From an optimization exercise on the open Yosys and OpenROAD flow, aimed at small area, a short achievable clock period and few clock cycles per item; shortcuts taken in it are not production practice. Only simulation tests tie the RTL to the original design; equivalence was not proved. Power and IR drop assume default switching activity.

## flow/design.v (module list and top-level ports; edited modules follow where they fit)
// module CONFIG: 25 lines
// module FIR_control: 76 lines
// module FIR_next: 54 lines
// module MAC_group: 515 lines
// module MAC_tap0: 150 lines
// module BOOTH_ENC: 14 lines
// module FIR: 170 lines
module FIR (
	input clk,
	input rst_n,
	input [7:0] data_in,
	input enable,
	input configuration, 
	input config_data_enable,
	output [7:0] data_out,
	output [1:0] overflow_flag, 
	output [0:0] done
);
  // ...
==> flow/run.sh <==
#!/bin/bash
# synth_recipe.tcl (not shown) runs the flow's synth.tcl, then flattens the netlist and writes it again
# the make line also repeats each setting of config.mk as NAME=value (left out here)
make -C /OpenROAD-flow-scripts/flow DESIGN_CONFIG=/design/flow/config.mk WORK_HOME=/design/flow/orfs CLKGATE_MAP_FILE= SYNTH_SCRIPT=/design/flow/synth_recipe.tcl finish
==> flow/config.mk <==
export PLATFORM = sky130hd
export DESIGN_NAME = FIR
export DESIGN_NICKNAME = FIR
export VERILOG_FILES = /design/flow/design.v
export SDC_FILE = /design/flow/constraint.sdc
export NUM_CORES = 4
export LEC_CHECK = 0
export CAP_MARGIN = 20
export CORE_MARGIN = 2
export CORE_UTILIZATION = 40
export CTS_BUF_LIST = sky130_fd_sc_hd__clkbuf_4 sky130_fd_sc_hd__clkbuf_8
export SETUP_SLACK_MARGIN = 5
export SLEW_MARGIN = 20
==> flow/constraint.sdc <==
create_clock -name core_clock -period 10.0 [get_ports {clk}]
set_input_delay 2.0000 -clock core_clock [delete_from_list [all_inputs] [get_ports {clk}]]
set_output_delay 2.0000 -clock core_clock [all_outputs]
set_load 0.01 [all_outputs]
==> run notes, run 1 <==
status=finished clean; Hold EP=q2_s[10]; Logic inverters=168; DR iter-0 viols=1829; Max stage delay on crit path=0.54 ns; Post-Route WL=73900 um; Post-Syn Nets=3392; final count of hold timing violations=0; largest net degree at the start of global routing=108; initial antenna violation count=1; CLK BUF=113; Port Buffers=23; #MultiIn Comb=2281; Max power group=sequential cells; reg2reg setup slack=5.28 ns; min-delay worst type=reg -> reg; clk buf depth=3; Detail Route Antenna Nets=0; max-capacitance violation count=0; WP depth=11; DR WL met3=4080 um; CP top delay family=buffers and inverters; worst-path cell chain=or2_4, ha_4, o21a_1, o21ai_1, nand2b_1, a21oi_2, xor2_1, nor3b_1, a31oi_2, inv_1, clkdlybuf4s50_1; WP data arrival=2.93 ns; met2 wire length=34840 um; most frequent cells in the layout=nand2_1 (684), dfxtp_1 (413), a21oi_1 (324); grt total ovfl=0; first-pass GRT wire length=113600 um; total CTS buffers=74; setup repair after global routing missed its margin=yes; Data buffer area share=1.725%; multi-input combinational area share=56.94%; filler cell count=6244; period utilization=49.33%; die extent in x=258.2 um; Setup crit end kind=primary output; cts hold-fix bufs=0; busiest grt layer=met2; area fraction of the dominant cell type after synthesis=32.23%
Testbench counts, summed over its fixed seeds: cycles 12,191, items 4,800.
==> module MAC_tap0, before the edit <==
module MAC_tap0 (
	input [7:0] h,
	input [7:0] x,
	input [12:0] qin_s, qin_c,
	output [12:0] qs, qc,
	output qcin
);
wire t_one0 = h[0] ^ 1'b0;
wire t_two0 = (h[1] & ~h[0] & ~1'b0) | (~h[1] & h[0] & 1'b0);
wire t_r0_0 = ((t_one0 & x[0]) | (t_two0 & 1'b0)) ^ h[1];
wire t_r0_1 = ((t_one0 & x[1]) | (t_two0 & x[0])) ^ h[1];
wire t_r0_2 = ((t_one0 & x[2]) | (t_two0 & x[1])) ^ h[1];
wire t_r0_3 = ((t_one0 & x[3]) | (t_two0 & x[2])) ^ h[1];
wire t_r0_4 = ((t_one0 & x[4]) | (t_two0 & x[3])) ^ h[1];
wire t_r0_5 = ((t_one0 & x[5]) | (t_two0 & x[4])) ^ h[1];
wire t_r0_6 = ((t_one0 & x[6]) | (t_two0 & x[5])) ^ h[1];
wire t_r0_7 = ((t_one0 & x[7]) | (t_two0 & x[6])) ^ h[1];
wire t_r0_8 = ~(((t_one0 | t_two0) & x[7]) ^ h[1]);
wire t_one1 = h[2] ^ h[1];
wire t_two1 = (h[3] & ~h[2] & ~h[1]) | (~h[3] & h[2] & h[1]);
wire t_r1_0 = ((t_one1 & x[0]) | (t_two1 & 1'b0)) ^ h[3];
wire t_r1_1 = ((t_one1 & x[1]) | (t_two1 & x[0])) ^ h[3];
wire t_r1_2 = ((t_one1 & x[2]) | (t_two1 & x[1])) ^ h[3];
wire t_r1_3 = ((t_one1 & x[3]) | (t_two1 & x[2])) ^ h[3];
wire t_r1_4 = ((t_one1 & x[4]) | (t_two1 & x[3])) ^ h[3];
wire t_r1_5 = ((t_one1 & x[5]) | (t_two1 & x[4])) ^ h[3];
wire t_r1_6 = ((t_one1 & x[6]) | (t_two1 & x[5])) ^ h[3];
wire t_r1_7 = ((t_one1 & x[7]) | (t_two1 & x[6])) ^ h[3];
wire t_r1_8 = ~(((t_one1 | t_two1) & x[7]) ^ h[3]);
wire t_one2 = h[4] ^ h[3];
wire t_two2 = (h[5] & ~h[4] & ~h[3]) | (~h[5] & h[4] & h[3]);
wire t_r2_0 = ((t_one2 & x[0]) | (t_two2 & 1'b0)) ^ h[5];
wire t_r2_1 = ((t_one2 & x[1]) | (t_two2 & x[0])) ^ h[5];
wire t_r2_2 = ((t_one2 & x[2]) | (t_two2 & x[1])) ^ h[5];
wire t_r2_3 = ((t_one2 & x[3]) | (t_two2 & x[2])) ^ h[5];
wire t_r2_4 = ((t_one2 & x[4]) | (t_two2 & x[3])) ^ h[5];
wire t_r2_5 = ((t_one2 & x[5]) | (t_two2 & x[4])) ^ h[5];
wire t_r2_6 = ((t_one2 & x[6]) | (t_two2 & x[5])) ^ h[5];
wire t_r2_7 = ((t_one2 & x[7]) | (t_two2 & x[6])) ^ h[5];
wire t_r2_8 = ~(((t_one2 | t_two2) & x[7]) ^ h[5]);
wire t_one3 = h[6] ^ h[5];
wire t_two3 = (h[7] & ~h[6] & ~h[5]) | (~h[7] & h[6] & h[5]);
wire t_r3_0 = ((t_one3 & x[0]) | (t_two3 & 1'b0)) ^ h[7];
wire t_r3_1 = ((t_one3 & x[1]) | (t_two3 & x[0])) ^ h[7];
wire t_r3_2 = ((t_one3 & x[2]) | (t_two3 & x[1])) ^ h[7];
wire t_r3_3 = ((t_one3 & x[3]) | (t_two3 & x[2])) ^ h[7];
wire t_r3_4 = ((t_one3 & x[4]) | (t_two3 & x[3])) ^ h[7];
wire t_r3_5 = ((t_one3 & x[5]) | (t_two3 & x[4])) ^ h[7];
wire t_r3_6 = ((t_one3 & x[6]) | (t_two3 & x[5])) ^ h[7];
wire t_r3_7 = ((t_one3 & x[7]) | (t_two3 & x[6])) ^ h[7];
wire t_r3_8 = ~(((t_one3 | t_two3) & x[7]) ^ h[7]);
wire t_bias = h[7] ^ x[7];
wire t2l_s1 = h[1] ^ t_bias;
wire t2l_c1 = h[1] & t_bias;
wire t2l_s2 = t_bias ^ t_r0_1;
wire t2l_c2 = t_bias & t_r0_1;
wire t2l_s3 = h[3] ^ t_bias ^ t_r0_2;
wire t2l_c3 = (h[3] & t_bias) | (h[3] & t_r0_2) | (t_bias & t_r0_2);
wire t2l_s4 = t_r1_0 ^ t2l_c2;
wire t2l_c4 = t_r1_0 & t2l_c2;
wire t2l_s5 = t_bias ^ t_r0_3 ^ t_r1_1;
wire t2l_c5 = (t_bias & t_r0_3) | (t_bias & t_r1_1) | (t_r0_3 & t_r1_1);
wire t2l_s6 = t2l_c3 ^ t2l_c4;
wire t2l_c6 = t2l_c3 & t2l_c4;
wire t2l_s7 = h[5] ^ t_bias ^ t_r0_4;
wire t2l_c7 = (h[5] & t_bias) | (h[5] & t_r0_4) | (t_bias & t_r0_4);
wire t2l_s8 = t_r1_2 ^ t_r2_0 ^ t2l_c5;
wire t2l_c8 = (t_r1_2 & t_r2_0) | (t_r1_2 & t2l_c5) | (t_r2_0 & t2l_c5);
wire t2l_s9 = t2l_s7 ^ t2l_c6;
wire t2l_c9 = t2l_s7 & t2l_c6;
wire t2l_s10 = t_bias ^ t_r0_5 ^ t_r1_3;
wire t2l_c10 = (t_bias & t_r0_5) | (t_bias & t_r1_3) | (t_r0_5 & t_r1_3);
wire t2l_s11 = t_r2_1 ^ t2l_c7 ^ t2l_s10;
wire t2l_c11 = (t_r2_1 & t2l_c7) | (t_r2_1 & t2l_s10) | (t2l_c7 & t2l_s10);
wire t2l_s12 = t2l_c8 ^ t2l_c9;
wire t2l_c12 = t2l_c8 & t2l_c9;
wire t2l_s13 = h[7] ^ t_bias ^ t_r0_6;
wire t2l_c13 = (h[7] & t_bias) | (h[7] & t_r0_6) | (t_bias & t_r0_6);
wire t2l_s14 = t_r1_4 ^ t_r2_2 ^ t_r3_0;
wire t2l_c14 = (t_r1_4 & t_r2_2) | (t_r1_4 & t_r3_0) | (t_r2_2 & t_r3_0);
wire t2l_s15 = t2l_c10 ^ t2l_s13 ^ t2l_s14;
wire t2l_c15 = (t2l_c10 & t2l_s13) | (t2l_c10 & t2l_s14) | (t2l_s13 & t2l_s14);
wire t2l_s16 = t2l_c11 ^ t2l_s15;
wire t2l_c16 = t2l_c11 & t2l_s15;
wire t2_s1 = qin_s[0] ^ qin_c[0] ^ t_r0_7;
wire t2_c1 = (qin_s[0] & qin_c[0]) | (qin_s[0] & t_r0_7) | (qin_c[0] & t_r0_7);
wire t2_s2 = t_r1_5 ^ t_r2_3 ^ t_r3_1;
wire t2_c2 = (t_r1_5 & t_r2_3) | (t_r1_5 & t_r3_1) | (t_r2_3 & t_r3_1);
wire t2_s3 = t2l_c13 ^ t2l_c14 ^ t2_s1;
wire t2_c3 = (t2l_c13 & t2l_c14) | (t2l_c13 & t2_s1) | (t2l_c14 & t2_s1);
wire t2_s4 = t2_s2 ^ t2l_c15 ^ t2_s3;
wire t2_c4 = (t2_s2 & t2l_c15) | (t2_s2 & t2_s3) | (t2l_c15 & t2_s3);
wire t2_s5 = qin_s[1] ^ qin_c[1] ^ t_r0_8;
wire t2_c5 = (qin_s[1] & qin_c[1]) | (qin_s[1] & t_r0_8) | (qin_c[1] & t_r0_8);
wire t2_s6 = t_r1_6 ^ t_r2_4 ^ t_r3_2;
wire t2_c6 = (t_r1_6 & t_r2_4) | (t_r1_6 & t_r3_2) | (t_r2_4 & t_r3_2);
wire t2_s7 = t2_c1 ^ t2_c2 ^ t2_s5;
wire t2_c7 = (t2_c1 & t2_c2) | (t2_c1 & t2_s5) | (t2_c2 & t2_s5);
wire t2_s8 = t2_s6 ^ t2_c3 ^ t2_s7;
wire t2_c8 = (t2_s6 & t2_c3) | (t2_s6 & t2_s7) | (t2_c3 & t2_s7);
wire t2_s9 = qin_s[2] ^ qin_c[2] ^ t_r1_7;
wire t2_c9 = (qin_s[2] & qin_c[2]) | (qin_s[2] & t_r1_7) | (qin_c[2] & t_r1_7);
wire t2_s10 = t_r2_5 ^ t_r3_3 ^ t2_c5;
wire t2_c10 = (t_r2_5 & t_r3_3) | (t_r2_5 & t2_c5) | (t_r3_3 & t2_c5);
wire t2_s11 = t2_c6 ^ t2_s9 ^ t2_c7;
wire t2_c11 = (t2_c6 & t2_s9) | (t2_c6 & t2_c7) | (t2_s9 & t2_c7);
wire t2_s12 = t2_s10 ^ t2_c8;
wire t2_c12 = t2_s10 & t2_c8;
wire t2_s13 = qin_s[3] ^ qin_c[3] ^ t_r1_8;
wire t2_c13 = (qin_s[3] & qin_c[3]) | (qin_s[3] & t_r1_8) | (qin_c[3] & t_r1_8);
wire t2_s14 = t_r2_6 ^ t_r3_4 ^ t2_c9;
wire t2_c14 = (t_r2_6 & t_r3_4) | (t_r2_6 & t2_c9) | (t_r3_4 & t2_c9);
wire t2_s15 = t2_s13 ^ t2_c10 ^ t2_s14;
wire t2_c15 = (t2_s13 & t2_c10) | (t2_s13 & t2_s14) | (t2_c10 & t2_s14);
wire t2_s16 = t2_c11 ^ t2_s15;
wire t2_c16 = t2_c11 & t2_s15;
wire t2_s17 = qin_s[4] ^ qin_c[4] ^ t_r2_7;
wire t2_c17 = (qin_s[4] & qin_c[4]) | (qin_s[4] & t_r2_7) | (qin_c[4] & t_r2_7);
wire t2_s18 = t_r3_5 ^ t2_c13 ^ t2_s17;
wire t2_c18 = (t_r3_5 & t2_c13) | (t_r3_5 & t2_s17) | (t2_c13 & t2_s17);
wire t2_s19 = t2_c14 ^ t2_s18 ^ t2_c15;
wire t2_c19 = (t2_c14 & t2_s18) | (t2_c14 & t2_c15) | (t2_s18 & t2_c15);
wire t2_s20 = qin_s[5] ^ qin_c[5] ^ t_r2_8;
wire t2_c20 = (qin_s[5] & qin_c[5]) | (qin_s[5] & t_r2_8) | (qin_c[5] & t_r2_8);
wire t2_s21 = t_r3_6 ^ t2_c17 ^ t2_s20;
wire t2_c21 = (t_r3_6 & t2_c17) | (t_r3_6 & t2_s20) | (t2_c17 & t2_s20);
wire t2_s22 = t2_c18 ^ t2_s21;
wire t2_c22 = t2_c18 & t2_s21;
wire t2_s23 = qin_s[6] ^ qin_c[6] ^ t_r3_7;
wire t2_c23 = (qin_s[6] & qin_c[6]) | (qin_s[6] & t_r3_7) | (qin_c[6] & t_r3_7);
wire t2_s24 = t2_c20 ^ t2_s23 ^ t2_c21;
wire t2_c24 = (t2_c20 & t2_s23) | (t2_c20 & t2_c21) | (t2_s23 & t2_c21);
wire t2_s25 = qin_s[7] ^ qin_c[7] ^ t_r3_8;
wire t2_c25 = (qin_s[7] & qin_c[7]) | (qin_s[7] & t_r3_8) | (qin_c[7] & t_r3_8);
wire t2_s26 = t2_c23 ^ t2_s25;
wire t2_c26 = t2_c23 & t2_s25;
wire t2_s27 = qin_s[8] ^ qin_c[8] ^ t2_c25;
wire t2_c27 = (qin_s[8] & qin_c[8]) | (qin_s[8] & t2_c25) | (qin_c[8] & t2_c25);
wire t2_s28 = qin_s[9] ^ qin_c[9];
wire t2_c28 = qin_s[9] & qin_c[9];
wire t2_s29 = qin_s[10] ^ qin_c[10];
wire t2_c29 = qin_s[10] & qin_c[10];
wire t2_s30 = qin_s[11] ^ qin_c[11];
wire t2_c30 = qin_s[11] & qin_c[11];
wire t2_s31 = qin_s[12] ^ qin_c[12];
wire t2_c31 = qin_s[12] & qin_c[12];
assign qcin = ((t2l_c12 & t2l_s16) | ((t2l_c12 | t2l_s16) & ((t2l_s11 & t2l_s12) | ((t2l_s11 | t2l_s12) & ((t2l_s8 & t2l_s9) | ((t2l_s8 | t2l_s9) & ((t2l_s5 & t2l_s6) | ((t2l_s5 | t2l_s6) & ((t2l_s3 & t2l_s4) | ((t2l_s3 | t2l_s4) & ((t2l_c1 & t2l_s2) | ((t2l_c1 | t2l_s2) & ((t_r0_0 & t2l_s1) | ((t_r0_0 | t2l_s1) & 1'b0))))))))))))));
assign qs = {t2_c30, t2_c29, t2_c28, t2_c27, t2_c26, t2_c24, t2_c22, t2_c19, t2_c16, t2_c12, t2_s11, t2_c4, t2l_c16};
assign qc = {t2_s31, t2_s30, t2_s29, t2_s28, t2_s27, t2_s26, t2_s24, t2_s22, t2_s19, t2_s16, t2_s12, t2_s8, t2_s4};
endmodule
==> inputs of run 2 (changes only) <==
--- a/flow/design.v
+++ b/flow/design.v
@@ -225,17 +225,49 @@
 wire m0l_s13 = neg0[3] ^ m0_bias ^ m0_r0_6;
 wire m0l_c13 = (neg0[3] & m0_bias) | (neg0[3] & m0_r0_6) | (m0_bias & m0_r0_6);
 wire m0l_s14 = m0_r1_4 ^ m0_r2_2 ^ m0_r3_0;
 wire m0l_c14 = (m0_r1_4 & m0_r2_2) | (m0_r1_4 & m0_r3_0) | (m0_r2_2 & m0_r3_0);
 wire m0l_s15 = m0l_c10 ^ m0l_s13 ^ m0l_s14;
 wire m0l_c15 = (m0l_c10 & m0l_s13) | (m0l_c10 & m0l_s14) | (m0l_s13 & m0l_s14);
 wire m0l_s16 = m0l_c11 ^ m0l_s15;
 wire m0l_c16 = m0l_c11 & m0l_s15;
-wire m0_lc = ((m0l_c12 & m0l_s16) | ((m0l_c12 | m0l_s16) & ((m0l_s11 & m0l_s12) | ((m0l_s11 | m0l_s12) & ((m0l_s8 & m0l_s9) | ((m0l_s8 | m0l_s9) & ((m0l_s5 & m0l_s6) | ((m0l_s5 | m0l_s6) & ((m0l_s3 & m0l_s4) | ((m0l_s3 | m0l_s4) & ((m0l_c1 & m0l_s2) | ((m0l_c1 | m0l_s2) & ((m0_r0_0 & m0l_s1) | ((m0_r0_0 | m0l_s1) & 1'b0))))))))))))));
+wire m0_cl_g0 = (m0_r0_0 & m0l_s1);
+wire m0_cl_g1 = (m0l_c1 & m0l_s2);
+wire m0_cl_g2 = (m0l_s3 & m0l_s4);
+wire m0_cl_g3 = (m0l_s5 & m0l_s6);
+wire m0_cl_g4 = (m0l_s8 & m0l_s9);
+wire m0_cl_g5 = (m0l_s11 & m0l_s12);
+wire m0_cl_g6 = (m0l_c12 & m0l_s16);
+wire m0_cl_p0 = (m0_r0_0 | m0l_s1);
+wire m0_cl_p1 = (m0l_c1 | m0l_s2);
+wire m0_cl_p2 = (m0l_s3 | m0l_s4);
+wire m0_cl_p3 = (m0l_s5 | m0l_s6);
+wire m0_cl_p4 = (m0l_s8 | m0l_s9);
+wire m0_cl_p5 = (m0l_s11 | m0l_s12);
+wire m0_cl_p6 = (m0l_c12 | m0l_s16);
+wire m0_cl_G1_1 = m0_cl_g1 | (m0_cl_p1 & m0_cl_g0);
+wire m0_cl_P1_1 = m0_cl_p1 & m0_cl_p0;
+wire m0_cl_G1_3 = m0_cl_g3 | (m0_cl_p3 & m0_cl_g2);
+wire m0_cl_P1_3 = m0_cl_p3 & m0_cl_p2;
+wire m0_cl_G1_5 = m0_cl_g5 | (m0_cl_p5 & m0_cl_g4);
+wire m0_cl_P1_5 = m0_cl_p5 & m0_cl_p4;
+wire m0_cl_G2_2 = m0_cl_g2 | (m0_cl_p2 & m0_cl_G1_1);
+wire m0_cl_P2_2 = m0_cl_p2 & m0_cl_P1_1;
+wire m0_cl_G2_3 = m0_cl_G1_3 | (m0_cl_P1_3 & m0_cl_G1_1);
+wire m0_cl_P2_3 = m0_cl_P1_3 & m0_cl_P1_1;
+wire m0_cl_G2_6 = m0_cl_g6 | (m0_cl_p6 & m0_cl_G1_5);
+wire m0_cl_P2_6 = m0_cl_p6 & m0_cl_P1_5;
+wire m0_cl_G3_4 = m0_cl_g4 | (m0_cl_p4 & m0_cl_G2_3);
+wire m0_cl_P3_4 = m0_cl_p4 & m0_cl_P2_3;
+wire m0_cl_G3_5 = m0_cl_G1_5 | (m0_cl_P1_5 & m0_cl_G2_3);
+wire m0_cl_P3_5 = m0_cl_P1_5 & m0_cl_P2_3;
+wire m0_cl_G3_6 = m0_cl_G2_6 | (m0_cl_P2_6 & m0_cl_G2_3);
+wire m0_cl_P3_6 = m0_cl_P2_6 & m0_cl_P2_3;
+wire m0_lc = m0_cl_G3_6;
 wire m1_r0_0 = ((one1[0] & b1[0]) | (two1[0] & 1'b0)) ^ neg1[0];
 wire m1_r0_1 = ((one1[0] & b1[1]) | (two1[0] & b1[0])) ^ neg1[0];
 wire m1_r0_2 = ((one1[0] & b1[2]) | (two1[0] & b1[1])) ^ neg1[0];
 wire m1_r0_3 = ((one1[0] & b1[3]) | (two1[0] & b1[2])) ^ neg1[0];
 wire m1_r0_4 = ((one1[0] & b1[4]) | (two1[0] & b1[3])) ^ neg1[0];
 wire m1_r0_5 = ((one1[0] & b1[5]) | (two1[0] & b1[4])) ^ neg1[0];
 wire m1_r0_6 = ((one1[0] & b1[6]) | (two1[0] & b1[5])) ^ neg1[0];
 wire m1_r0_7 = ((one1[0] & b1[7]) | (two1[0] & b1[6])) ^ neg1[0];
@@ -295,17 +327,49 @@
 wire m1l_s13 = neg1[3] ^ m1_bias ^ m1_r0_6;
 wire m1l_c13 = (neg1[3] & m1_bias) | (neg1[3] & m1_r0_6) | (m1_bias & m1_r0_6);
 wire m1l_s14 = m1_r1_4 ^ m1_r2_2 ^ m1_r3_0;
 wire m1l_c14 = (m1_r1_4 & m1_r2_2) | (m1_r1_4 & m1_r3_0) | (m1_r2_2 & m1_r3_0);
 wire m1l_s15 = m1l_c10 ^ m1l_s13 ^ m1l_s14;
 wire m1l_c15 = (m1l_c10 & m1l_s13) | (m1l_c10 & m1l_s14) | (m1l_s13 & m1l_s14);
 wire m1l_s16 = m1l_c11 ^ m1l_s15;
 wire m1l_c16 = m1l_c11 & m1l_s15;
-wire m1_lc = ((m1l_c12 & m1l_s16) | ((m1l_c12 | m1l_s16) & ((m1l_s11 & m1l_s12) | ((m1l_s11 | m1l_s12) & ((m1l_s8 & m1l_s9) | ((m1l_s8 | m1l_s9) & ((m1l_s5 & m1l_s6) | ((m1l_s5 | m1l_s6) & ((m1l_s3 & m1l_s4) | ((m1l_s3 | m1l_s4) & ((m1l_c1 & m1l_s2) | ((m1l_c1 | m1l_s2) & ((m1_r0_0 & m1l_s1) | ((m1_r0_0 | m1l_s1) & 1'b0))))))))))))));
+wire m1_cl_g0 = (m1_r0_0 & m1l_s1);
+wire m1_cl_g1 = (m1l_c1 & m1l_s2);
+wire m1_cl_g2 = (m1l_s3 & m1l_s4);
+wire m1_cl_g3 = (m1l_s5 & m1l_s6);
+wire m1_cl_g4 = (m1l_s8 & m1l_s9);
+wire m1_cl_g5 = (m1l_s11 & m1l_s12);
+wire m1_cl_g6 = (m1l_c12 & m1l_s16);
+wire m1_cl_p0 = (m1_r0_0 | m1l_s1);
+wire m1_cl_p1 = (m1l_c1 | m1l_s2);
+wire m1_cl_p2 = (m1l_s3 | m1l_s4);
+wire m1_cl_p3 = (m1l_s5 | m1l_s6);
+wire m1_cl_p4 = (m1l_s8 | m1l_s9);
+wire m1_cl_p5 = (m1l_s11 | m1l_s12);
+wire m1_cl_p6 = (m1l_c12 | m1l_s16);
+wire m1_cl_G1_1 = m1_cl_g1 | (m1_cl_p1 & m1_cl_g0);
+wire m1_cl_P1_1 = m1_cl_p1 & m1_cl_p0;
+wire m1_cl_G1_3 = m1_cl_g3 | (m1_cl_p3 & m1_cl_g2);
+wire m1_cl_P1_3 = m1_cl_p3 & m1_cl_p2;
+wire m1_cl_G1_5 = m1_cl_g5 | (m1_cl_p5 & m1_cl_g4);
+wire m1_cl_P1_5 = m1_cl_p5 & m1_cl_p4;
+wire m1_cl_G2_2 = m1_cl_g2 | (m1_cl_p2 & m1_cl_G1_1);
+wire m1_cl_P2_2 = m1_cl_p2 & m1_cl_P1_1;
+wire m1_cl_G2_3 = m1_cl_G1_3 | (m1_cl_P1_3 & m1_cl_G1_1);
+wire m1_cl_P2_3 = m1_cl_P1_3 & m1_cl_P1_1;
+wire m1_cl_G2_6 = m1_cl_g6 | (m1_cl_p6 & m1_cl_G1_5);
+wire m1_cl_P2_6 = m1_cl_p6 & m1_cl_P1_5;
+wire m1_cl_G3_4 = m1_cl_g4 | (m1_cl_p4 & m1_cl_G2_3);
+wire m1_cl_P3_4 = m1_cl_p4 & m1_cl_P2_3;
+wire m1_cl_G3_5 = m1_cl_G1_5 | (m1_cl_P1_5 & m1_cl_G2_3);
+wire m1_cl_P3_5 = m1_cl_P1_5 & m1_cl_P2_3;
+wire m1_cl_G3_6 = m1_cl_G2_6 | (m1_cl_P2_6 & m1_cl_G2_3);
+wire m1_cl_P3_6 = m1_cl_P2_6 & m1_cl_P2_3;
+wire m1_lc = m1_cl_G3_6;
 wire m2_r0_0 = ((one2[0] & b2[0]) | (two2[0] & 1'b0)) ^ neg2[0];
 wire m2_r0_1 = ((one2[0] & b2[1]) | (two2[0] & b2[0])) ^ neg2[0];
 wire m2_r0_2 = ((one2[0] & b2[2]) | (two2[0] & b2[1])) ^ neg2[0];
 wire m2_r0_3 = ((one2[0] & b2[3]) | (two2[0] & b2[2])) ^ neg2[0];
 wire m2_r0_4 = ((one2[0] & b2[4]) | (two2[0] & b2[3])) ^ neg2[0];
 wire m2_r0_5 = ((one2[0] & b2[5]) | (two2[0] & b2[4])) ^ neg2[0];
 wire m2_r0_6 = ((one2[0] & b2[6]) | (two2[0] & b2[5])) ^ neg2[0];
 wire m2_r0_7 = ((one2[0] & b2[7]) | (two2[0] & b2[6])) ^ neg2[0];
@@ -365,17 +429,49 @@
 wire m2l_s13 = neg2[3] ^ m2_bias ^ m2_r0_6;
 wire m2l_c13 = (neg2[3] & m2_bias) | (neg2[3] & m2_r0_6) | (m2_bias & m2_r0_6);
 wire m2l_s14 = m2_r1_4 ^ m2_r2_2 ^ m2_r3_0;
 wire m2l_c14 = (m2_r1_4 & m2_r2_2) | (m2_r1_4 & m2_r3_0) | (m2_r2_2 & m2_r3_0);
 wire m2l_s15 = m2l_c10 ^ m2l_s13 ^ m2l_s14;
 wire m2l_c15 = (m2l_c10 & m2l_s13) | (m2l_c10 & m2l_s14) | (m2l_s13 & m2l_s14);
 wire m2l_s16 = m2l_c11 ^ m2l_s15;
 wire m2l_c16 = m2l_c11 & m2l_s15;
-wire m2_lc = ((m2l_c12 & m2l_s16) | ((m2l_c12 | m2l_s16) & ((m2l_s11 & m2l_s12) | ((m2l_s11 | m2l_s12) & ((m2l_s8 & m2l_s9) | ((m2l_s8 | m2l_s9) & ((m2l_s5 & m2l_s6) | ((m2l_s5 | m2l_s6) & ((m2l_s3 & m2l_s4) | ((m2l_s3 | m2l_s4) & ((m2l_c1 & m2l_s2) | ((m2l_c1 | m2l_s2) & ((m2_r0_0 & m2l_s1) | ((m2_r0_0 | m2l_s1) & 1'b0))))))))))))));
+wire m2_cl_g0 = (m2_r0_0 & m2l_s1);
+wire m2_cl_g1 = (m2l_c1 & m2l_s2);
+wire m2_cl_g2 = (m2l_s3 & m2l_s4);
+wire m2_cl_g3 = (m2l_s5 & m2l_s6);
+wire m2_cl_g4 = (m2l_s8 & m2l_s9);
+wire m2_cl_g5 = (m2l_s11 & m2l_s12);
+wire m2_cl_g6 = (m2l_c12 & m2l_s16);
+wire m2_cl_p0 = (m2_r0_0 | m2l_s1);
+wire m2_cl_p1 = (m2l_c1 | m2l_s2);
+wire m2_cl_p2 = (m2l_s3 | m2l_s4);
+wire m2_cl_p3 = (m2l_s5 | m2l_s6);
+wire m2_cl_p4 = (m2l_s8 | m2l_s9);
+wire m2_cl_p5 = (m2l_s11 | m2l_s12);
+wire m2_cl_p6 = (m2l_c12 | m2l_s16);
+wire m2_cl_G1_1 = m2_cl_g1 | (m2_cl_p1 & m2_cl_g0);
+wire m2_cl_P1_1 = m2_cl_p1 & m2_cl_p0;
+wire m2_cl_G1_3 = m2_cl_g3 | (m2_cl_p3 & m2_cl_g2);
+wire m2_cl_P1_3 = m2_cl_p3 & m2_cl_p2;
+wire m2_cl_G1_5 = m2_cl_g5 | (m2_cl_p5 & m2_cl_g4);
+wire m2_cl_P1_5 = m2_cl_p5 & m2_cl_p4;
+wire m2_cl_G2_2 = m2_cl_g2 | (m2_cl_p2 & m2_cl_G1_1);
+wire m2_cl_P2_2 = m2_cl_p2 & m2_cl_P1_1;
+wire m2_cl_G2_3 = m2_cl_G1_3 | (m2_cl_P1_3 & m2_cl_G1_1);
+wire m2_cl_P2_3 = m2_cl_P1_3 & m2_cl_P1_1;
+wire m2_cl_G2_6 = m2_cl_g6 | (m2_cl_p6 & m2_cl_G1_5);
+wire m2_cl_P2_6 = m2_cl_p6 & m2_cl_P1_5;
+wire m2_cl_G3_4 = m2_cl_g4 | (m2_cl_p4 & m2_cl_G2_3);
+wire m2_cl_P3_4 = m2_cl_p4 & m2_cl_P2_3;
+wire m2_cl_G3_5 = m2_cl_G1_5 | (m2_cl_P1_5 & m2_cl_G2_3);
+wire m2_cl_P3_5 = m2_cl_P1_5 & m2_cl_P2_3;
+wire m2_cl_G3_6 = m2_cl_G2_6 | (m2_cl_P2_6 & m2_cl_G2_3);
+wire m2_cl_P3_6 = m2_cl_P2_6 & m2_cl_P2_3;
+wire m2_lc = m2_cl_G3_6;
 wire m3_r0_0 = ((one3[0] & b3[0]) | (two3[0] & 1'b0)) ^ neg3[0];
 wire m3_r0_1 = ((one3[0] & b3[1]) | (two3[0] & b3[0])) ^ neg3[0];
 wire m3_r0_2 = ((one3[0] & b3[2]) | (two3[0] & b3[1])) ^ neg3[0];
 wire m3_r0_3 = ((one3[0] & b3[3]) | (two3[0] & b3[2])) ^ neg3[0];
 wire m3_r0_4 = ((one3[0] & b3[4]) | (two3[0] & b3[3])) ^ neg3[0];
 wire m3_r0_5 = ((one3[0] & b3[5]) | (two3[0] & b3[4])) ^ neg3[0];
 wire m3_r0_6 = ((one3[0] & b3[6]) | (two3[0] & b3[5])) ^ neg3[0];
 wire m3_r0_7 = ((one3[0] & b3[7]) | (two3[0] & b3[6])) ^ neg3[0];
@@ -435,17 +531,49 @@
 wire m3l_s13 = neg3[3] ^ m3_bias ^ m3_r0_6;
 wire m3l_c13 = (neg3[3] & m3_bias) | (neg3[3] & m3_r0_6) | (m3_bias & m3_r0_6);
 wire m3l_s14 = m3_r1_4 ^ m3_r2_2 ^ m3_r3_0;
 wire m3l_c14 = (m3_r1_4 & m3_r2_2) | (m3_r1_4 & m3_r3_0) | (m3_r2_2 & m3_r3_0);
 wire m3l_s15 = m3l_c10 ^ m3l_s13 ^ m3l_s14;
 wire m3l_c15 = (m3l_c10 & m3l_s13) | (m3l_c10 & m3l_s14) | (m3l_s13 & m3l_s14);
 wire m3l_s16 = m3l_c11 ^ m3l_s15;
 wire m3l_c16 = m3l_c11 & m3l_s15;
-wire m3_lc = ((m3l_c12 & m3l_s16) | ((m3l_c12 | m3l_s16) & ((m3l_s11 & m3l_s12) | ((m3l_s11 | m3l_s12) & ((m3l_s8 & m3l_s9) | ((m3l_s8 | m3l_s9) & ((m3l_s5 & m3l_s6) | ((m3l_s5 | m3l_s6) & ((m3l_s3 & m3l_s4) | ((m3l_s3 | m3l_s4) & ((m3l_c1 & m3l_s2) | ((m3l_c1 | m3l_s2) & ((m3_r0_0 & m3l_s1) | ((m3_r0_0 | m3l_s1) & 1'b0))))))))))))));
+wire m3_cl_g0 = (m3_r0_0 & m3l_s1);
+wire m3_cl_g1 = (m3l_c1 & m3l_s2);
+wire m3_cl_g2 = (m3l_s3 & m3l_s4);
+wire m3_cl_g3 = (m3l_s5 & m3l_s6);
+wire m3_cl_g4 = (m3l_s8 & m3l_s9);
+wire m3_cl_g5 = (m3l_s11 & m3l_s12);
+wire m3_cl_g6 = (m3l_c12 & m3l_s16);
+wire m3_cl_p0 = (m3_r0_0 | m3l_s1);
+wire m3_cl_p1 = (m3l_c1 | m3l_s2);
+wire m3_cl_p2 = (m3l_s3 | m3l_s4);
+wire m3_cl_p3 = (m3l_s5 | m3l_s6);
+wire m3_cl_p4 = (m3l_s8 | m3l_s9);
+wire m3_cl_p5 = (m3l_s11 | m3l_s12);
+wire m3_cl_p6 = (m3l_c12 | m3l_s16);
+wire m3_cl_G1_1 = m3_cl_g1 | (m3_cl_p1 & m3_cl_g0);
+wire m3_cl_P1_1 = m3_cl_p1 & m3_cl_p0;
+wire m3_cl_G1_3 = m3_cl_g3 | (m3_cl_p3 & m3_cl_g2);
+wire m3_cl_P1_3 = m3_cl_p3 & m3_cl_p2;
+wire m3_cl_G1_5 = m3_cl_g5 | (m3_cl_p5 & m3_cl_g4);
+wire m3_cl_P1_5 = m3_cl_p5 & m3_cl_p4;
+wire m3_cl_G2_2 = m3_cl_g2 | (m3_cl_p2 & m3_cl_G1_1);
+wire m3_cl_P2_2 = m3_cl_p2 & m3_cl_P1_1;
+wire m3_cl_G2_3 = m3_cl_G1_3 | (m3_cl_P1_3 & m3_cl_G1_1);
+wire m3_cl_P2_3 = m3_cl_P1_3 & m3_cl_P1_1;
+wire m3_cl_G2_6 = m3_cl_g6 | (m3_cl_p6 & m3_cl_G1_5);
+wire m3_cl_P2_6 = m3_cl_p6 & m3_cl_P1_5;
+wire m3_cl_G3_4 = m3_cl_g4 | (m3_cl_p4 & m3_cl_G2_3);
+wire m3_cl_P3_4 = m3_cl_p4 & m3_cl_P2_3;
+wire m3_cl_G3_5 = m3_cl_G1_5 | (m3_cl_P1_5 & m3_cl_G2_3);
+wire m3_cl_P3_5 = m3_cl_P1_5 & m3_cl_P2_3;
+wire m3_cl_G3_6 = m3_cl_G2_6 | (m3_cl_P2_6 & m3_cl_G2_3);
+wire m3_cl_P3_6 = m3_cl_P2_6 & m3_cl_P2_3;
+wire m3_lc = m3_cl_G3_6;
 wire t1_s1 = pin_s[0] ^ pin_c[0] ^ m0_r0_7;
 wire t1_c1 = (pin_s[0] & pin_c[0]) | (pin_s[0] & m0_r0_7) | (pin_c[0] & m0_r0_7);
 wire t1_s2 = m0_r1_5 ^ m0_r2_3 ^ m0_r3_1;
 wire t1_c2 = (m0_r1_5 & m0_r2_3) | (m0_r1_5 & m0_r3_1) | (m0_r2_3 & m0_r3_1);
 wire t1_s3 = m1_r0_7 ^ m1_r1_5 ^ m1_r2_3;
 wire t1_c3 = (m1_r0_7 & m1_r1_5) | (m1_r0_7 & m1_r2_3) | (m1_r1_5 & m1_r2_3);
 wire t1_s4 = m1_r3_1 ^ m2_r0_7 ^ m2_r1_5;
 wire t1_c4 = (m1_r3_1 & m2_r0_7) | (m1_r3_1 & m2_r1_5) | (m2_r0_7 & m2_r1_5);
@@ -747,16 +875,48 @@
 wire t2l_s13 = h[7] ^ t_bias ^ t_r0_6;
 wire t2l_c13 = (h[7] & t_bias) | (h[7] & t_r0_6) | (t_bias & t_r0_6);
 wire t2l_s14 = t_r1_4 ^ t_r2_2 ^ t_r3_0;
 wire t2l_c14 = (t_r1_4 & t_r2_2) | (t_r1_4 & t_r3_0) | (t_r2_2 & t_r3_0);
 wire t2l_s15 = t2l_c10 ^ t2l_s13 ^ t2l_s14;
 wire t2l_c15 = (t2l_c10 & t2l_s13) | (t2l_c10 & t2l_s14) | (t2l_s13 & t2l_s14);
 wire t2l_s16 = t2l_c11 ^ t2l_s15;
 wire t2l_c16 = t2l_c11 & t2l_s15;
+wire t_cl_g0 = (t_r0_0 & t2l_s1);
+wire t_cl_g1 = (t2l_c1 & t2l_s2);
+wire t_cl_g2 = (t2l_s3 & t2l_s4);
+wire t_cl_g3 = (t2l_s5 & t2l_s6);
+wire t_cl_g4 = (t2l_s8 & t2l_s9);
+wire t_cl_g5 = (t2l_s11 & t2l_s12);
+wire t_cl_g6 = (t2l_c12 & t2l_s16);
+wire t_cl_p0 = (t_r0_0 | t2l_s1);
+wire t_cl_p1 = (t2l_c1 | t2l_s2);
+wire t_cl_p2 = (t2l_s3 | t2l_s4);
+wire t_cl_p3 = (t2l_s5 | t2l_s6);
+wire t_cl_p4 = (t2l_s8 | t2l_s9);
+wire t_cl_p5 = (t2l_s11 | t2l_s12);
+wire t_cl_p6 = (t2l_c12 | t2l_s16);
+wire t_cl_G1_1 = t_cl_g1 | (t_cl_p1 & t_cl_g0);
+wire t_cl_P1_1 = t_cl_p1 & t_cl_p0;
+wire t_cl_G1_3 = t_cl_g3 | (t_cl_p3 & t_cl_g2);
+wire t_cl_P1_3 = t_cl_p3 & t_cl_p2;
+wire t_cl_G1_5 = t_cl_g5 | (t_cl_p5 & t_cl_g4);
+wire t_cl_P1_5 = t_cl_p5 & t_cl_p4;
+wire t_cl_G2_2 = t_cl_g2 | (t_cl_p2 & t_cl_G1_1);
+wire t_cl_P2_2 = t_cl_p2 & t_cl_P1_1;
+wire t_cl_G2_3 = t_cl_G1_3 | (t_cl_P1_3 & t_cl_G1_1);
+wire t_cl_P2_3 = t_cl_P1_3 & t_cl_P1_1;
+wire t_cl_G2_6 = t_cl_g6 | (t_cl_p6 & t_cl_G1_5);
+wire t_cl_P2_6 = t_cl_p6 & t_cl_P1_5;
+wire t_cl_G3_4 = t_cl_g4 | (t_cl_p4 & t_cl_G2_3);
+wire t_cl_P3_4 = t_cl_p4 & t_cl_P2_3;
+wire t_cl_G3_5 = t_cl_G1_5 | (t_cl_P1_5 & t_cl_G2_3);
+wire t_cl_P3_5 = t_cl_P1_5 & t_cl_P2_3;
+wire t_cl_G3_6 = t_cl_G2_6 | (t_cl_P2_6 & t_cl_G2_3);
+wire t_cl_P3_6 = t_cl_P2_6 & t_cl_P2_3;
 wire t2_s1 = qin_s[0] ^ qin_c[0] ^ t_r0_7;
 wire t2_c1 = (qin_s[0] & qin_c[0]) | (qin_s[0] & t_r0_7) | (qin_c[0] & t_r0_7);
 wire t2_s2 = t_r1_5 ^ t_r2_3 ^ t_r3_1;
 wire t2_c2 = (t_r1_5 & t_r2_3) | (t_r1_5 & t_r3_1) | (t_r2_3 & t_r3_1);
 wire t2_s3 = t2l_c13 ^ t2l_c14 ^ t2_s1;
 wire t2_c3 = (t2l_c13 & t2l_c14) | (t2l_c13 & t2_s1) | (t2l_c14 & t2_s1);
 wire t2_s4 = t2_s2 ^ t2l_c15 ^ t2_s3;
 wire t2_c4 = (t2_s2 & t2l_c15) | (t2_s2 & t2_s3) | (t2l_c15 & t2_s3);
@@ -809,17 +969,17 @@
 wire t2_s28 = qin_s[9] ^ qin_c[9];
 wire t2_c28 = qin_s[9] & qin_c[9];
 wire t2_s29 = qin_s[10] ^ qin_c[10];
 wire t2_c29 = qin_s[10] & qin_c[10];
 wire t2_s30 = qin_s[11] ^ qin_c[11];
 wire t2_c30 = qin_s[11] & qin_c[11];
 wire t2_s31 = qin_s[12] ^ qin_c[12];
 wire t2_c31 = qin_s[12] & qin_c[12];
-assign qcin = ((t2l_c12 & t2l_s16) | ((t2l_c12 | t2l_s16) & ((t2l_s11 & t2l_s12) | ((t2l_s11 | t2l_s12) & ((t2l_s8 & t2l_s9) | ((t2l_s8 | t2l_s9) & ((t2l_s5 & t2l_s6) | ((t2l_s5 | t2l_s6) & ((t2l_s3 & t2l_s4) | ((t2l_s3 | t2l_s4) & ((t2l_c1 & t2l_s2) | ((t2l_c1 | t2l_s2) & ((t_r0_0 & t2l_s1) | ((t_r0_0 | t2l_s1) & 1'b0))))))))))))));
+assign qcin = t_cl_G3_6;
 assign qs = {t2_c30, t2_c29, t2_c28, t2_c27, t2_c26, t2_c24, t2_c22, t2_c19, t2_c16, t2_c12, t2_s11, t2_c4, t2l_c16};
 assign qc = {t2_s31, t2_s30, t2_s29, t2_s28, t2_s27, t2_s26, t2_s24, t2_s22, t2_s19, t2_s16, t2_s12, t2_s8, t2_s4};
 endmodule
 module BOOTH_ENC (
 	input [7:0] a,
 	output [3:0] one, two, neg
 );
 wire [8:0] aa = {a, 1'b0};
==> flow/config.mk (replaced) <==
export PLATFORM = sky130hd
export DESIGN_NAME = FIR
export DESIGN_NICKNAME = FIR
export VERILOG_FILES = /design/flow/design.v
export SDC_FILE = /design/flow/constraint.sdc
export NUM_CORES = 4
export LEC_CHECK = 0
export CAP_MARGIN = 20
export CORE_MARGIN = 2
export CORE_UTILIZATION = 40
export CTS_CLUSTER_DIAMETER = 150
export CTS_CLUSTER_SIZE = 30
export SETUP_SLACK_MARGIN = 5
export SLEW_MARGIN = 20
==> run notes, run 2 <==
status=finished clean (unchanged); Slew Limit Fails=0 (unchanged); period utilization=48.64% (was 49.33%); Synth area leaders=dfxtp_1 (32%), fa_1 (13%), nand2_1 (11%), a21oi_1 (6.8%), a22oi_1 (5.5%) (was dfxtp_1 (32%), fa_1 (13%), nand2_1 (9.9%), a21oi_1 (6.4%), a22oi_1 (5.3%)); min-delay worst type=reg -> reg (unchanged); DR iter-0 viols=2134 (was 1829); Setup crit end kind=primary output (unchanged); Static Leakage=9.993 nW (was 10.43 nW); setup TNS=0 ns (unchanged); largest net degree at the start of global routing=212 (was 108); Port Buffers=23 (unchanged); layout overhead on the synthesized area=5.262% (was 8.949%); area fraction of the dominant cell type after synthesis=32.25% (was 32.23%); final net count=3223 (was 3251); Post-Syn Nets=3402 (was 3392); grt total ovfl=0 (unchanged); CP max FO=7 (was 2); Unique masters post-synth=71 (was 63); Pwr Total=3.433 mW (was 4.145 mW); Hold Crit Depth=2 (unchanged); CTS tree=done (unchanged); startpoint class of the critical path=flip-flop (unchanged); Tmin final=4.864 ns (was 4.933 ns); ys async rst share=0% (unchanged); WP data arrival=2.86 ns (was 2.93 ns); dominant synthesized flop cell=dfxtp_1 (unchanged); CTS root buf=clkbuf_16 (was clkbuf_8); leading cell type in the layout, fill and taps excluded=nand2_1 (unchanged); Worst EP required=8.00 ns (about the same); syn_area_per_cell=8.187 sq um (was 8.218 sq um); Post-synth top cells=nand2_1 (734), dfxtp_1 (416), a21oi_1 (352), clkbuf_1 (236), a22oi_1 (189) (was nand2_1 (684), dfxtp_1 (416), a21oi_1 (329), clkbuf_1 (237), a22oi_1 (182)); achievable clock frequency=0.2056 GHz (was 0.2027 GHz); # IOs=24 (unchanged); die area=66600 sq um (was 66650 sq um); setup repair after global routing missed its margin=yes (unchanged); synth warn=4 (unchanged); vias in the first global route=19700 (was 20370); Post-Route WL=75730 um (was 73900 um); clk buf depth=3 (unchanged); Post-DP HPWL=52120 um (was 51650 um); vias=21270 (was 21680); First-pass DRT Iterations=6 (unchanged); clock latency (worst-skew pair)=0.55 ns (was 0.67 ns); worst hold slack=0.4600 ns (was 0.4516 ns); total CTS buffers=17 (was 74); post-placement cell count=3782 (was 3765); first-pass GRT wire length=118500 um (was 113600 um); Critical R2R Capture=p_c[3] (unchanged); most frequent cell after synthesis=nand2_1 (unchanged); Initial Utilization=40.27% (was 40.30%); WS Path Type=reg -> out (unchanged); final setup violation count=0 (unchanged); peak supply drop=0.00008998 V (was 0.0001208 V); sequential area share after synthesis=32.25% (was 32.23%); GR Util All Layers=22.36% (was 21.44%); RePlAce Congestion=0.9317 (was 0.9280); FF+latch count, synth=416 (unchanged); area leader, netlist=dfxtp_1 (unchanged); Die Ht=258.1 um (was 258.2 um); row cnt=93 (unchanged); PwrDens=126.3 nW/um^2 (was 147.2 nW/um^2); R2R cell count=14 (unchanged); Least-Margin Pin Slew=1.051 ns (was 1.135 ns); non-filler cells, final=3829 (was 3909); clock slew at reported path FFs=0.12 ns (was 0.06 ns); Post-synth EDFFs=0 (unchanged); RR Startpoint=neg2[2] (was one0[1]); final count of hold timing violations=0 (unchanged); slew margin rel.=29.93% (was 24.22%); CTS sink cnt=416 (unchanged); Hold EP=q2_c[6] (was q2_s[10]); fraction of layout cells with a size suffix above 1=5.346% (was 8.035%); most frequent cells in the layout=nand2_1 (733), dfxtp_1 (413), a21oi_1 (349) (was nand2_1 (684), dfxtp_1 (413), a21oi_1 (324)); max-capacitance violation count=0 (unchanged); htree depth=1 (was 3); drt drc=0 (unchanged); reg2reg setup slack=5.27 ns (was 5.28 ns); n_diodes=0 (was 5); Core Box Area=64120 sq um (unchanged); Post-Syn Instances=3154 (was 3144); die extent in x=258.1 um (was 258.2 um); hold_sp=q2_c[6] (was q2_s[10]); area of the mapped netlist=25820 sq um (was 25840 sq um); Clock Skew=0.02137 ns (was 0.04627 ns); initial antenna violation count=0 (was 1); via/cell ratio=5.554 (was 5.546); Detail Route Antenna Nets=0 (unchanged); WL/cell=19.78 um (was 18.91 um)
run 2: changes by cell type after synthesis, sizes merged, moves of 8 or more:
cell / previous run / this run
nand2b: 36 / 23
a21oi: 329 / 355
a221oi: 51 / 73
a41oi: 18 / 9
a22oi: 182 / 190
nand2: 684 / 734
mux2i: 68 / 49
o21ai: 121 / 92
xnor2: 99 / 136
inv: 168 / 193
nor2: 136 / 119
xor2: 103 / 64
run 2: per-layer routing:
layer | up-vias | global-route usage (%) | routed length, um | share of wire [%]
met5 | - | 0 | 0 | 0
met4 | 0 | 4.576 | 1590 | 2.1
met3 | 78 | 3.327 | 5162 | 6.8
met2 | 693 | 35.38 | 34490 | 46
met1 | 10330 | 32.34 | 34490 | 46
li1 | 10170 | - | - | -
run 2: what timing repair did:
item	CTS	global route
gates resized for setup	41	43
setup endpoints to repair	113	43
hold buffers	0	0
buffers inserted	10	11
gates cloned	6	1
pin swaps	5	4
run 2: area by class of cell:
type,instances,area [sq um]
Multi-Input combinational cell,2276,15970
Tap cell,855,1070
Timing Repair Buffer,68,605.6
Sequential cell,416,8332
Fill cell,6426,36940
Clock inverter,1,30.03
Clock buffer,17,425.4
Inverter,196,752.0
run 2: how the worst max path moves through the flow:
stage	from	end	slack, ns	cells after the start
after floorplan	data_in[7]	q_p[0]	5.00	13
after global placement	enable	two2[2]	3.94	11
after detailed placement	enable	two2[2]	3.86	11
after CTS	q_p[7]	data_out[1]	4.89	13
after global routing	q_g[0]	data_out[6]	4.95	9
final	q_g[0]	data_out[6]	5.14	9
run 2: logic make-up after synthesis:
family / count (synthesis) / synth area share, %
simple gates: 959 / 14.96
compound gates: 796 / 19.63
buf+inv: 469 / 7.070
flops: 416 / 32.25
fa+ha+maj: 246 / 16.52
xor+xnor: 201 / 6.871
mux: 67 / 2.684
run 2: worst max-delay path, stage by stage (launching register included):
cell and delay [ns]:
dfxtp_1 0.35, a21o_1 0.18, a21oi_1 0.24, o21bai_1 0.10, a21oi_1 0.22, o21bai_1 0.14, a21oi_4 0.28, mux2i_2 0.37
a21o_1 0.16, dlygate4sd2_1 0.26
run 2: report_power, final:
group	switching, mW	total (mW)	internal [mW]
clock	0.527	0.865	0.337
sequential	0.0883	1.80	1.71
combinational	0.472	0.767	0.295
total	1.09	3.43	2.35
run 2: per-stage QoR:
| stage | instance area (sq um) | util, % | setup WS [ns] |
|---|---|---|---|
| floorplan | 25880 | - | 5.001 |
| global placement | 26340 | 41.07 | 3.938 |
| detailed placement | 26350 | 41.10 | 3.855 |
| CTS | 27050 | 42.19 | 4.891 |
| global route | 27180 | 42.39 | 4.955 |
| finish | 27180 | 42.39 | 5.136 |
Testbench counts of run 2, summed over its fixed seeds: cycles 12,191, items 4,800.
==> module FIR, before the edit <==
module FIR (
	input clk,
	input rst_n,
	input [7:0] data_in,
	input enable,
	input configuration, 
	input config_data_enable,
	output [7:0] data_out,
	output [1:0] overflow_flag, 
	output [0:0] done
);
wire [3:0] tap_num;
wire [7:0] h_0, h_1, h_2, h_3, h_4, h_5, h_6, h_7, h_8, h_9, h_10, h_11, h_12, h_13, h_14, h_15;
wire config_enable;
wire fresh, p_load, v_e, q_load, q2_load;
wire n_sel_a, n_sel_b, n_sel_c, n_sel_d, n_sel_be, n_sel_ce, n_sel_de;
FIR_control FIR_control_inst (
	.clk(clk),
	.rst_n(rst_n),
	.enable(enable),
	.configuration(configuration),
	.tap_num(tap_num),
	.done(done),
	.config_enable(config_enable),
	.fresh(fresh),
	.n_sel_a(n_sel_a), .n_sel_b(n_sel_b), .n_sel_c(n_sel_c), .n_sel_d(n_sel_d),
	.n_sel_be(n_sel_be), .n_sel_ce(n_sel_ce), .n_sel_de(n_sel_de),
	.p_load(p_load),
	.v_e(v_e),
	.q_load(q_load),
	.q2_load(q2_load)
);
CONFIG CONFIG_inst (
	.clk(clk),
	.rst_n(rst_n),
	.data_in(data_in),
	.config_data_enable(config_data_enable),
	.config_enable(config_enable),
	.h_0(h_0), .h_1(h_1), .h_2(h_2), .h_3(h_3),
	.h_4(h_4), .h_5(h_5), .h_6(h_6), .h_7(h_7),
	.h_8(h_8), .h_9(h_9), .h_10(h_10), .h_11(h_11),
	.h_12(h_12), .h_13(h_13), .h_14(h_14), .h_15(h_15),
	.tap_num(tap_num)
);
reg [7:0] x_1, x_2, x_3, x_4, x_5, x_6, x_7, x_8, x_9, x_10, x_11, x_12, x_13, x_14, x_15;
always @ (posedge clk) begin
	if (!rst_n) begin
		x_1 <= 0; x_2 <= 0; x_3 <= 0; x_4 <= 0; x_5 <= 0;
		x_6 <= 0; x_7 <= 0; x_8 <= 0; x_9 <= 0; x_10 <= 0;
		x_11 <= 0; x_12 <= 0; x_13 <= 0; x_14 <= 0; x_15 <= 0;
	end else if (v_e) begin
		x_1 <= data_in; x_2 <= x_1; x_3 <= x_2; x_4 <= x_3; x_5 <= x_4;
		x_6 <= x_5; x_7 <= x_6; x_8 <= x_7; x_9 <= x_8; x_10 <= x_9;
		x_11 <= x_10; x_12 <= x_11; x_13 <= x_12; x_14 <= x_13; x_15 <= x_14;
	end
end
wire cfg_write = config_enable & config_data_enable;
reg [7:0] an0, an1, an2, an3;
always @ (*) begin
	if (cfg_write) begin
		an0 = h_0; an1 = h_1; an2 = h_2; an3 = 8'd0;
	end else begin
		an0 = ({8{n_sel_a}} & h_1) | ({8{n_sel_b}} & h_4) | ({8{n_sel_c}} & h_8) | ({8{n_sel_d}} & h_12);
		an1 = ({8{n_sel_a}} & h_2) | ({8{n_sel_b}} & h_5) | ({8{n_sel_c}} & h_9) | ({8{n_sel_d}} & h_13);
		an2 = ({8{n_sel_a}} & h_3) | ({8{n_sel_b}} & h_6) | ({8{n_sel_c}} & h_10) | ({8{n_sel_d}} & h_14);
		an3 = ({8{n_sel_b}} & h_7) | ({8{n_sel_c}} & h_11) | ({8{n_sel_d}} & h_15);
	end
end
wire [3:0] one_n0, one_n1, one_n2, one_n3, two_n0, two_n1, two_n2, two_n3, neg_n0, neg_n1, neg_n2, neg_n3;
BOOTH_ENC enc_0 (.a(an0), .one(one_n0), .two(two_n0), .neg(neg_n0));
BOOTH_ENC enc_1 (.a(an1), .one(one_n1), .two(two_n1), .neg(neg_n1));
BOOTH_ENC enc_2 (.a(an2), .one(one_n2), .two(two_n2), .neg(neg_n2));
BOOTH_ENC enc_3 (.a(an3), .one(one_n3), .two(two_n3), .neg(neg_n3));
reg [3:0] one0, one1, one2, one3, two0, two1, two2, two3, neg0, neg1, neg2, neg3;
always @ (posedge clk) begin
	one0 <= one_n0; one1 <= one_n1; one2 <= one_n2; one3 <= one_n3;
	two0 <= two_n0; two1 <= two_n1; two2 <= two_n2; two3 <= two_n3;
	neg0 <= neg_n0; neg1 <= neg_n1; neg2 <= neg_n2; neg3 <= neg_n3;
end
wire sh_a = n_sel_a & v_e;
wire n_sel_a0 = n_sel_a & !v_e;
wire sh_b = n_sel_be | (n_sel_b & !n_sel_be & v_e);
wire n_sel_b0 = n_sel_b & !sh_b;
wire sh_c = n_sel_ce | (n_sel_c & !n_sel_ce & v_e);
wire n_sel_c0 = n_sel_c & !sh_c;
wire sh_d = n_sel_de;
wire n_sel_d0 = n_sel_d & !sh_d;
reg [7:0] b0, b1, b2, b3;
always @ (posedge clk) begin
	if (!rst_n) begin
		b0 <= 0; b1 <= 0; b2 <= 0; b3 <= 0;
	end else begin
		b0 <= ({8{sh_a}} & data_in) | ({8{n_sel_a0}} & x_1) | ({8{sh_b}} & x_3) | ({8{n_sel_b0}} & x_4)
			| ({8{sh_c}} & x_7) | ({8{n_sel_c0}} & x_8) | ({8{sh_d}} & x_11) | ({8{n_sel_d0}} & x_12);
		b1 <= ({8{sh_a}} & x_1) | ({8{n_sel_a0}} & x_2) | ({8{sh_b}} & x_4) | ({8{n_sel_b0}} & x_5)
			| ({8{sh_c}} & x_8) | ({8{n_sel_c0}} & x_9) | ({8{sh_d}} & x_12) | ({8{n_sel_d0}} & x_13);
		b2 <= ({8{sh_a}} & x_2) | ({8{n_sel_a0}} & x_3) | ({8{sh_b}} & x_5) | ({8{n_sel_b0}} & x_6)
			| ({8{sh_c}} & x_9) | ({8{n_sel_c0}} & x_10) | ({8{sh_d}} & x_13) | ({8{n_sel_d0}} & x_14);
		b3 <= ({8{sh_b}} & x_6) | ({8{n_sel_b0}} & x_7)
			| ({8{sh_c}} & x_10) | ({8{n_sel_c0}} & x_11) | ({8{sh_d}} & x_14) | ({8{n_sel_d0}} & x_15);
	end
end
reg [12:0] p_s, p_c;
wire [12:0] pin_s = fresh ? 13'd8022 : p_s; 
wire [12:0] pin_c = fresh ? 13'd0 : p_c;
wire [12:0] ps, pc;
MAC_group MAC_group_inst (
	.one0(one0), .one1(one1), .one2(one2), .one3(one3),
	.two0(two0), .two1(two1), .two2(two2), .two3(two3),
	.neg0(neg0), .neg1(neg1), .neg2(neg2), .neg3(neg3),
	.b0(b0), .b1(b1), .b2(b2), .b3(b3),
	.pin_s(pin_s), .pin_c(pin_c), .ps(ps), .pc(pc));
reg [12:0] q2_s, q2_c;
reg [12:0] q_g, q_p;
wire [12:0] qin_s = tap_num[3] ? q2_s : p_s;
wire [12:0] qin_c = tap_num[3] ? q2_c : p_c;
wire [12:0] qs, qc;
wire qcin;
MAC_tap0 MAC_tap0_inst (.h(h_0), .x(data_in), .qin_s(qin_s), .qin_c(qin_c), .qs(qs), .qc(qc), .qcin(qcin));
always @ (posedge clk) begin
	if (!rst_n) begin
		p_s <= 13'd8022;
		p_c <= 0;
		q2_s <= 0;
		q2_c <= 0;
		q_g <= 0;
		q_p <= 0;
	end else begin
		if (p_load) begin
			p_s <= ps;
			p_c <= pc;
		end
		if (q2_load) begin
			q2_s <= p_s;
			q2_c <= p_c;
		end
		if (q_load) begin
			q_g <= {qs[12:1] & qc[12:1], (qs[0] & qc[0]) | ((qs[0] ^ qc[0]) & qcin)};
			q_p <= {qs[12:1] ^ qc[12:1], qs[0] ^ qc[0] ^ qcin};
		end
	end
end
wire [6:0] g0 = q_g[6:0];
wire [6:0] p0 = q_p[6:0];
wire [6:0] g1 = {g0[6:1] | (p0[6:1] & g0[5:0]), g0[0]};
wire [6:0] p1 = {p0[6:1] & p0[5:0], p0[0]};
wire [6:0] g2 = {g1[6:2] | (p1[6:2] & g1[4:0]), g1[1:0]};
wire [6:0] p2 = {p1[6:2] & p1[4:0], p1[1:0]};
wire [6:0] g3 = {g2[6:4] | (p2[6:4] & g2[2:0]), g2[3:0]};
wire [7:0] cy = {g3, 1'b0}; 
wire [7:0] r = q_p[7:0] ^ cy;
wire c = cy[7];
wire [5:0] hx = q_p[12:7], hn = q_g[12:7];
wire [5:0] ho = hx | hn;
wire t_is63 = &hx;
wire t_is0 = !hx[0] && (hx[5:1] == ho[4:0]);
wire t_is62 = !hx[0] && (hx[1] != ho[0]) && (hx[5:2] == ~hn[4:1]);
wire ir0 = t_is0 | t_is63; 
wire ir1 = t_is63 | t_is62; 
wire hc5_0 = hn[4] | (hx[4] & (hn[3] | (hx[3] & (hn[2] | (hx[2] & (hn[1] | (hx[1] & hn[0])))))));
wire hc5_1 = hn[4] | (hx[4] & (hn[3] | (hx[3] & (hn[2] | (hx[2] & (hn[1] | (hx[1] & (hn[0] | hx[0]))))))));
wire s0 = hx[5] ^ hc5_0;
wire s1 = hx[5] ^ hc5_1;
wire [7:0] x1 = ir1 ? {~q_p[7], r[6:0]} : (s1 ? 8'h80 : 8'h7f); 
wire [7:0] x0 = ir0 ? {q_p[7], r[6:0]} : (s0 ? 8'h80 : 8'h7f);
wire [1:0] f1 = ir1 ? 2'b00 : (s1 ? 2'b10 : 2'b01);
wire [1:0] f0 = ir0 ? 2'b00 : (s0 ? 2'b10 : 2'b01);
assign data_out = c ? x1 : x0;
assign overflow_flag = c ? f1 : f0;
endmodule
==> inputs of run 3 (changes only) <==
--- a/flow/design.v
+++ b/flow/design.v
@@ -1106,6 +1106,9 @@
 	.pin_s(pin_s), .pin_c(pin_c), .ps(ps), .pc(pc));
-reg [12:0] q2_s, q2_c;
+reg [12:0] q2;
+always @ (posedge clk) begin
+	if (q2_load) q2 <= p_s + p_c;
+end
 reg [12:0] q_g, q_p;
-wire [12:0] qin_s = tap_num[3] ? q2_s : p_s;
-wire [12:0] qin_c = tap_num[3] ? q2_c : p_c;
+wire [12:0] qin_s = tap_num[3] ? q2 : p_s;
+wire [12:0] qin_c = tap_num[3] ? 13'd0 : p_c;
 wire [12:0] qs, qc;
@@ -1117,4 +1120,2 @@
 		p_c <= 0;
-		q2_s <= 0;
-		q2_c <= 0;
 		q_g <= 0;
@@ -1126,6 +1127,2 @@
 		end
-		if (q2_load) begin
-			q2_s <= p_s;
-			q2_c <= p_c;
-		end
 		if (q_load) begin
==> run notes, run 3 <==
final setup violation count=0 (unchanged); htree depth=1 (unchanged); drt drc=0 (unchanged); RePlAce Congestion=0.8991 (was 0.9317); dpl cell area=26200 sq um (was 26350 sq um); Slew Limit Fails=0 (unchanged); clock latency (worst-skew pair)=0.55 ns (about the same); Setup crit end kind=primary output (unchanged); CTS sink cnt=403 (was 416); final count of hold timing violations=0 (unchanged); Critical R2R Capture=p_c[4] (was p_c[3]); setup repair after global routing missed its margin=yes (unchanged); CTS root buf=clkbuf_16 (unchanged); Post-DP HPWL=50080 um (was 52120 um); switching share of power=31.55% (was 31.67%); Clock Skew=0.01969 ns (was 0.02137 ns); Clock power frac=25.0% (was 25.2%); max-capacitance violation count=0 (unchanged); Gate power share=23.9% (was 22.3%); Hold EP=x_4[4] (was q2_c[6]); top sig layer=met4 (unchanged); fraction of layout cells with a size suffix above 1=5.012% (was 5.346%); # IOs=24 (unchanged); status=finished clean (unchanged); post-placement cell count=3720 (was 3782); DRT met1 WL=31580 um (was 34490 um); total CTS buffers=17 (unchanged); via/cell ratio=5.588 (was 5.554); Least-Margin Pin Slew=1.071 ns (was 1.051 ns); worst setup path startpoint=q_p[7] (was q_g[0]); FF+latch count, synth=403 (was 416); slew margin rel.=28.62% (was 29.93%); leading cell type in the layout, fill and taps excluded=nand2_1 (unchanged); internal power=2.359 mW (was 2.346 mW); die extent in x=257.2 um (was 258.1 um); most frequent cells in the layout=nand2_1 (660), dfxtp_1 (389), a21oi_1 (321) (was nand2_1 (733), dfxtp_1 (413), a21oi_1 (349)); syn_area_per_cell=8.297 sq um (was 8.187 sq um); non-filler cells, final=3759 (was 3829); most frequent cell after synthesis=nand2_1 (unchanged); row cnt=92 (was 93); DR WL met3=3807 um (was 5162 um); PwrDens=127.9 nW/um^2 (was 126.3 nW/um^2); Synth area leaders=dfxtp_1 (30%), fa_1 (13%), nand2_1 (9.7%), a21oi_1 (6.3%), a22oi_1 (5.3%) (was dfxtp_1 (32%), fa_1 (13%), nand2_1 (11%), a21oi_1 (6.8%), a22oi_1 (5.5%)); pre-CTS setup slack=3.668 ns (was 3.855 ns); min setup slack post-route=5.106 ns (was 5.136 ns); grt total ovfl=0 (unchanged); synth warn=4 (unchanged); WP data arrival=2.89 ns (was 2.86 ns); GR Util All Layers=20.83% (was 22.36%); Die Ht=257.2 um (was 258.1 um); WL/cell=18.84 um (was 19.78 um); Static Leakage=9.995 nW (was 9.993 nW); RR Startpoint=b2[7] (was neg2[2]); largest net degree at the start of global routing=127 (was 212); clock slew at reported path FFs=0.12 ns (about the same); achievable clock frequency=0.2043 GHz (was 0.2056 GHz); worst hold slack=0.4607 ns (was 0.4600 ns); startpoint class of the critical path=flip-flop (unchanged); setup TNS=0 ns (unchanged); Post-synth top cells=nand2_1 (661), dfxtp_1 (390), a21oi_1 (325), clkbuf_1 (231), inv_1 (192) (was nand2_1 (734), dfxtp_1 (416), a21oi_1 (352), clkbuf_1 (236), a22oi_1 (189)); die area=66180 sq um (was 66600 sq um); DR iter-0 viols=1941 (was 2134); met2 wire length=34150 um (was 34490 um); cts hold-fix bufs=0 (unchanged); period utilization=48.94% (was 48.64%); Tmin final=4.894 ns (was 4.864 ns); Post-Route WL=70830 um (was 75730 um); n_diodes=0 (unchanged); final net count=3171 (was 3223); Core Box Area=63200 sq um (was 64120 sq um); Port Buffers=23 (unchanged); final instance area=26960 sq um (was 27180 sq um); Hold Crit Depth=2 (unchanged); reg2reg setup slack=5.28 ns (was 5.27 ns); sequential power share=51.1% (was 52.5%); layout overhead on the synthesized area=5.077% (was 5.262%); Post-Syn Nets=3353 (was 3402); first-pass GRT wire length=111800 um (was 118500 um); vias in the first global route=19920 (was 19700); filler cell count=6246 (was 6426); area leader, netlist=dfxtp_1 (unchanged); Psw=1.087 mW (about the same); dominant synthesized flop cell=dfxtp_1 (unchanged); R2R cell count=14 (unchanged); Post-Syn Instances=3092 (was 3154); vias=21010 (was 21270); area of the mapped netlist=25650 sq um (was 25820 sq um); initial antenna violation count=0 (unchanged); CP max FO=4 (was 7); hold_sp=x_3[4] (was q2_c[6]); Detail Route Antenna Nets=0 (unchanged); Unique masters post-synth=76 (was 71); area fraction of the dominant cell type after synthesis=30.43% (was 32.25%); Worst EP required=8.00 ns (about the same); sequential area share after synthesis=31.96% (was 32.25%); Post-synth EDFFs=13 (was 0); WS Path Type=reg -> out (unchanged); ys async rst share=0% (unchanged); peak supply drop=0.0001015 V (was 0.00008998 V); clk buf depth=3 (unchanged); First-pass DRT Iterations=7 (was 6); CTS tree=done (unchanged); min-delay worst type=reg -> reg (unchanged); Initial Utilization=40.59% (was 40.27%)
[run 3: cell count changes after synthesis, sizes merged, moves of 9 or more]
cell    previous run  this run
a21oi            355       326
a222oi             9        18
a22oi            190       181
a31oi              6        17
dfxtp            416       390
edfxtp             0        13
ha                73        85
mux2              18         9
nand2            734       661
nor2             119       129
nor2b             11        21
[run 3: per-stage QoR]
stage / util (%) / power (mW)
after floorplan: - / 2.363
after global placement: 41.45 / 2.585
after detailed placement: 41.45 / 2.601
after CTS: 42.53 / 3.474
after global routing: 42.65 / 3.638
final: 42.65 / 3.446
[run 3: worst max path at each step]
stage	to	slack, ns	cells past startpoint
after floorplan	q_p[4]	5.02	13
after global placement	two0[2]	3.66	11
after detailed placement	two2[1]	3.67	11
after CTS	data_out[2]	4.84	10
after global routing	data_out[2]	4.97	13
final	data_out[0]	5.11	13
[run 3: metal layers]
metal	vias to the layer above	global-route usage [%]
li1	10020	-
met1	10310	28.60
met2	601	35.12
met3	79	2.374
met4	0	4.667
met5	-	0
[run 3: logic make-up (layout without fill, tap and decap cells)]
logic type / after synthesis / count (layout) / share of synthesized area, %
adders and majority gates: 258 / 258 / 17.26
AOI/OAI and AO/OA: 790 / 792 / 20.07
xor gates and xnor gates: 210 / 210 / 7.199
buffers and inverters: 467 / 283 / 7.023
DFF: 403 / 403 / 31.96
muxes: 51 / 51 / 2.034
and+or+nand+nor: 913 / 916 / 14.47
[run 3: final cells by class]
type                       instances  area, sq um  share of cell area (%)
inverter                         202        770.7                   2.859
clock buffer                      20        436.7                   1.620
tap                              846         1059                   3.927
sequential                       403         8199                   30.42
timing repair buffer              59        485.5                   1.801
multi-input combinational       2227        15960                   59.20
clock inverter                     2        46.29                  0.1717
[run 3: timing repair]
item / CTS / global route
buffers inserted: 7 / 4
cloned: 4 / 1
endpoints found under the setup margin: 95 / 32
resized for setup: 49 / 39
pin swaps: 3 / 5
[run 3: power by group through the flow]
stage	clock network [mW]	registers (mW)	logic, mW
after floorplan	0	1.75	0.614
after global placement	0	1.80	0.790
after detailed placement	0	1.80	0.804
after CTS	0.887	1.76	0.826
after global routing	0.939	1.77	0.928
final	0.863	1.76	0.822
[run 3: worst max-delay path, stage by stage (launching register included)]
cell,delay (ns)
dfxtp_2,0.35
or2_2,0.29
ha_1,0.18
o21a_1,0.16
o21ai_1,0.11
nand2b_1,0.08
a21oi_2,0.16
xor2_2,0.22
nand2_2,0.11
o21ai_4,0.22
buf_4,0.14
buf_4,0.11
o21a_1,0.10
clkbuf_2,0.12
Testbench counts of run 3, summed over its fixed seeds: cycles 12,191, items 4,800.

Check on run 3: ideal ports give 5.106 ns setup slack; a clkbuf_16 on the clock port and buf_2 on the inputs give 5.047 ns; moving port delays by the midpoint clock arrival (0.597 ns) as well gives 4.620 ns.
